This is an optimization exercise on Yosys and OpenROAD, whose aim is small area, not a production implementation. Where RTL was checked, it was by simulation tests only, not by an equivalence proof against the original. The flow treats the clock pin as an ideal source, which a real chip does not have. Power figures rest on the tool's default switching activity, not on a simulated workload.

Setup of rev 12:
==> flow/design.v (excerpt) <==
module i2c_master #(
 parameter [15:0]  p_DIV = 16'd500
) (
 input                           i_rst_n
,input                           i_local_clk
,input                           i_start
,input         [8:0]             i_req_num
,input         [7:0]             i_device_addr
,input         [7:0]             i_reg_addr
,input         [7:0]             i_wr_data
,output                          o_wr_done
,output        [7:0]             o_rd_data
,output                          o_rd_valid
,output                          o_busy
,output        [7:0]             o_reg_addr
,output        [7:0]             o_ack_erro
,output                          o_erro_valid
,output                          o_scl
,input                           i_sda
,output                          o_sda
);
export LEC_CHECK = 0
export CAP_MARGIN = 20
export CORE_MARGIN = 2
export CORE_UTILIZATION = 40
export PLACE_DENSITY = 0.6
export SLEW_MARGIN = 20
create_clock -name core_clock -period 5.0 [get_ports {i_local_clk}]
standard.sh (not shown) runs the stock make flow with config.mk's settings and CLKGATE_MAP_FILE= SYNTH_SCRIPT=/design/flow/synth_recipe.tcl, a recipe that flattens the netlist after the stock synthesis.
==> flow/flow/run.sh <==
#!/bin/bash
# Standard layout with four changes to how it is made:
#  - synthesis maps the logic with an area-oriented ABC script
#    (flow/abc_area.script) in place of ORFS's speed script; everything else
#    in the standard flow's synthesis script (synth_recipe.tcl) is kept as it is;
#  - the port buffers are made from the smallest buffer cell;
#  - the clock tree is built by flow/clktree.tcl (a balanced two-level tree
#    of four buffers) just before ORFS's CTS step;
#  - gates with slack to spare are downsized (flow/recover.tcl) just before
#    global routing, ahead of ORFS's post-route repair of slew and load.
# Each tool's output is in standard.log (and ORFS's own logs under orfs/).
set -euo pipefail
here=$(pwd)
{
  echo "proc abc {args} {"
  echo "  set i [lsearch \$args -script]"
  echo "  lset args [expr {\$i + 1}] $here/flow/abc_area.script"
  echo "  yosys abc {*}\$args"
  echo "}"
  cat synth_recipe.tcl
} > synth_area.tcl
export BUFFER_PORTS_ARGS="-buffer_cell sky130_fd_sc_hd__buf_1"
export PRE_CTS_TCL=$here/flow/clktree.tcl
export PRE_GLOBAL_ROUTE_TCL=$here/flow/recover.tcl
bash standard.sh SYNTH_SCRIPT=$here/synth_area.tcl finish > standard.log 2>&1
==> flow/flow/recover.tcl <==
# Run before global routing (PRE_GLOBAL_ROUTE_TCL): downsize gates that have
# timing slack to spare. ORFS's own repair_design after global routing then
# fixes any slew or capacitance limit this leaves violated.
estimate_parasitics -placement
repair_timing -recover_power 100
Other scripts of this flow, unchanged in this note and not shown: flow/flow/abc_area.script, flow/flow/clktree.tcl
The following lists how rev 13 was set up differently from rev 12:
diff --git a/flow/flow/run.sh b/flow/flow/run.sh
--- a/flow/flow/run.sh
+++ b/flow/flow/run.sh
@@ -7,6 +7,5 @@
 #  - the clock tree is built by flow/clktree.tcl (a balanced two-level tree
 #    of four buffers) just before ORFS's CTS step;
-#  - gates with slack to spare are downsized (flow/recover.tcl) just before
-#    global routing, ahead of ORFS's post-route repair of slew and load.
+#  - non-critical gates are downsized after global routing.
 # Each tool's output is in standard.log (and ORFS's own logs under orfs/).
 set -euo pipefail
@@ -22,4 +21,4 @@
 export BUFFER_PORTS_ARGS="-buffer_cell sky130_fd_sc_hd__buf_1"
 export PRE_CTS_TCL=$here/flow/clktree.tcl
-export PRE_GLOBAL_ROUTE_TCL=$here/flow/recover.tcl
+export RECOVER_POWER=100
 bash standard.sh SYNTH_SCRIPT=$here/synth_area.tcl finish > standard.log 2>&1
removed: flow/flow/recover.tcl
==> run notes <==
Of the two candidates, rev 12 has the better relative slew slack and rev 13 the worse one. Sequential share of cell area on rev 13 is up relative to rev 12. Rev 13 had finished all stages when the layout checks came back failing, citing capacitance limit, slew limit. Comparing rev 12 and rev 13, the higher detailed route wirelength on metal2 is on rev 12.
No functional check of the RTL was part of any run of this note.

---

Setup of build 25:
Another version of the RTL of i2c_master (not shown whole).
Size: about 35 flip-flops, ~67 I/O pins.
Settings: LEC_CHECK=0, CAP_MARGIN=20, CORE_MARGIN=2, CORE_UTILIZATION=40, PLACE_DENSITY=0.6, SLEW_MARGIN=20; clock period 5.0 ns.
==> flow/flow/run.sh <==
#!/bin/bash
# Standard layout, with the port buffers made from the smallest buffer cell.
set -euo pipefail
export BUFFER_PORTS_ARGS="-buffer_cell sky130_fd_sc_hd__buf_1"
bash standard.sh > standard.log 2>&1
Here is what was changed in the inputs of build 91 compared with build 25.
==> flow/flow/run.sh <==
#!/bin/bash
# Standard layout with three changes to how it is made:
#  - synthesis maps the logic with an area-oriented ABC script
#    (flow/abc_area.script) in place of ORFS's speed script; everything else
#    in the standard flow's synthesis script (synth_recipe.tcl) is kept as it is;
#  - the port buffers are made from the smallest buffer cell;
#  - non-critical gates are downsized after global routing.
set -euo pipefail
here=$(pwd)
{
  echo "proc abc {args} {"
  echo "  set i [lsearch \$args -script]"
  echo "  lset args [expr {\$i + 1}] $here/flow/abc_area.script"
  echo "  yosys abc {*}\$args"
  echo "}"
  cat synth_recipe.tcl
} > synth_area.tcl
export BUFFER_PORTS_ARGS="-buffer_cell sky130_fd_sc_hd__buf_1"
export RECOVER_POWER=100
bash standard.sh SYNTH_SCRIPT=$here/synth_area.tcl finish > standard.log 2>&1
==> flow/flow/abc_area.script (new file) <==
&get -n
&st
&dch -f
&nf -R 1000 -p
&put
topo
dnsize -c
==> comparison <==
- Build 91 vs build 25 — total vias in the final route dropped 47.
- After synthesis and placement, the instance count of build 91 is below that of build 25.
- Wire length of the first global-routing pass: build 91 vs build 25 down about 4%
- Relative to build 25, the total power consumption of the routed design of build 91 is higher by 55%.
- Summary — ratio of routed vias to standard cells, build 91 relative to build 25: higher, by 1.3%.
- Summary — well-tap cell count, build 91 relative to build 25: lower, by 2.
Inputs modified between build 91 and build 53:
==> flow/run.sh (new file) <==
#!/bin/bash
# synth_recipe.tcl (not shown) runs the flow's synth.tcl, then flattens the netlist and writes it again
# the make line also repeats each setting of config.mk as NAME=value (left out here)
make -C /OpenROAD-flow-scripts/flow DESIGN_CONFIG=/design/flow/config.mk WORK_HOME=/design/flow/orfs CLKGATE_MAP_FILE= SYNTH_SCRIPT=/design/flow/synth_recipe.tcl finish
removed: flow/flow/run.sh
removed: flow/flow/abc_area.script
removed: flow/standard.sh
==> comparison <==
Build 53 reports a higher placed instance area than build 91 does.
Build 53 vs build 91: HPWL after detailed placement up by more than 10%
The run showing the greater worst setup slack after placement is build 91.
Clock network fraction of total power | build 53 above build 91
For clock-pin slew on the worst setup and hold paths, build 91 and build 53 come out practically identical.
Looking at most common cell after layout, fill and taps aside, the clkdlybuf4s50_1 result is from build 53; the buf_1 one comes from build 91.
diff inputs: build 53 => build 7
==> flow/flow/run.sh (new file) <==
#!/bin/bash
# Standard layout, with the port buffers made from the smallest buffer cell
# and a clock tree of fewer, larger buffers.
set -euo pipefail
export BUFFER_PORTS_ARGS="-buffer_cell sky130_fd_sc_hd__buf_1"
export CTS_ARGS="-sink_clustering_enable -repair_clock_nets -sink_clustering_size 50 -sink_clustering_max_diameter 400 -buf_list sky130_fd_sc_hd__clkbuf_16"
bash standard.sh > standard.log 2>&1
==> flow/standard.sh (new file) <==
#!/bin/bash
# synth_recipe.tcl (not shown) runs the flow's synth.tcl, then flattens the netlist and writes it again
# the make line also repeats each setting of config.mk as NAME=value (left out here)
make -C /OpenROAD-flow-scripts/flow DESIGN_CONFIG=/design/flow/config.mk WORK_HOME=/design/flow/orfs CLKGATE_MAP_FILE= SYNTH_SCRIPT=/design/flow/synth_recipe.tcl "${@:-finish}"
removed: flow/run.sh
Notes after the runs:
Cell at the slowest stage of the critical path = clkdlybuf4s50_1: build 53; cell at the slowest stage of the critical path = o41ai_1: build 7
As far as initial core utilization goes, build 53 and build 7 are indistinguishable; the numbers are identical.
Compared build 7 against build 53; clock skew within noise.
Build 53 leaves less setup margin than build 7.
Build 7 vs build 53 — routed wire length dropped by a few percent
diff inputs: build 7 => build 11
==> flow/flow/run.sh <==
#!/bin/bash
# Standard layout, with the port buffers made from the smallest buffer cell.
set -euo pipefail
export BUFFER_PORTS_ARGS="-buffer_cell sky130_fd_sc_hd__buf_1"
bash standard.sh > standard.log 2>&1
-- flow/config.mk --
<<< build 7, line 11
>>> build 11, line 11
export CTS_BUF_LIST = sky130_fd_sc_hd__clkbuf_8 sky130_fd_sc_hd__clkbuf_16
export CTS_CLUSTER_DIAMETER = 200
export CTS_CLUSTER_SIZE = 40
### Flow results
Summary of build 11 over build 7: fraction of area in registers higher; relative area change from synthesis to final layout went down 2.5 points; post-route fraction of the period consumed by the critical path has remained practically unchanged; number of combinational gates with multiple inputs closely matched the old numbers. Fmax: build 7 vs build 11, no meaningful difference. Compare build 11 and build 7 | final wirelength higher: build 7.

==> static timing again, ports no longer ideal <==
How much do the figures lean on ideal ports? The routed layouts below were timed once more, with nothing changed but the port constraints.
Step 1: set_driving_cell puts a clkbuf_16 on i_local_clk and a buf_2 on each other input, an assumption about the parent block.
Step 2, shift: input delay + t, output delay - t, t = (earliest + latest rising clock arrival at the registers) / 2. This alone moves slack from input paths to output paths.
Slacks: ideal / step 1 / step 2; pairs: ideal / step 1.
run	shift t [ns]	setup slack, ns	worst setup path at the end
rev 12	0.350	1.290 / 1.268 / 1.268	input to output
rev 13	0.351	1.291 / 1.268 / 1.268	input to output
build 25	0.310	1.345 / 1.325 / 1.325	input to output
build 91	0.315	1.261 / 1.241 / 1.241	input to output
build 53	0.308	0.635 / 0.613 / 0.613	input to output
build 7	0.311	1.342 / 1.323 / 1.323	input to output
build 11	0.310	1.345 / 1.325 / 1.325	input to output
The setup slack of rev 13, which loses most, moves by -0.023 ns with the drivers and by -0.023 ns with both steps.
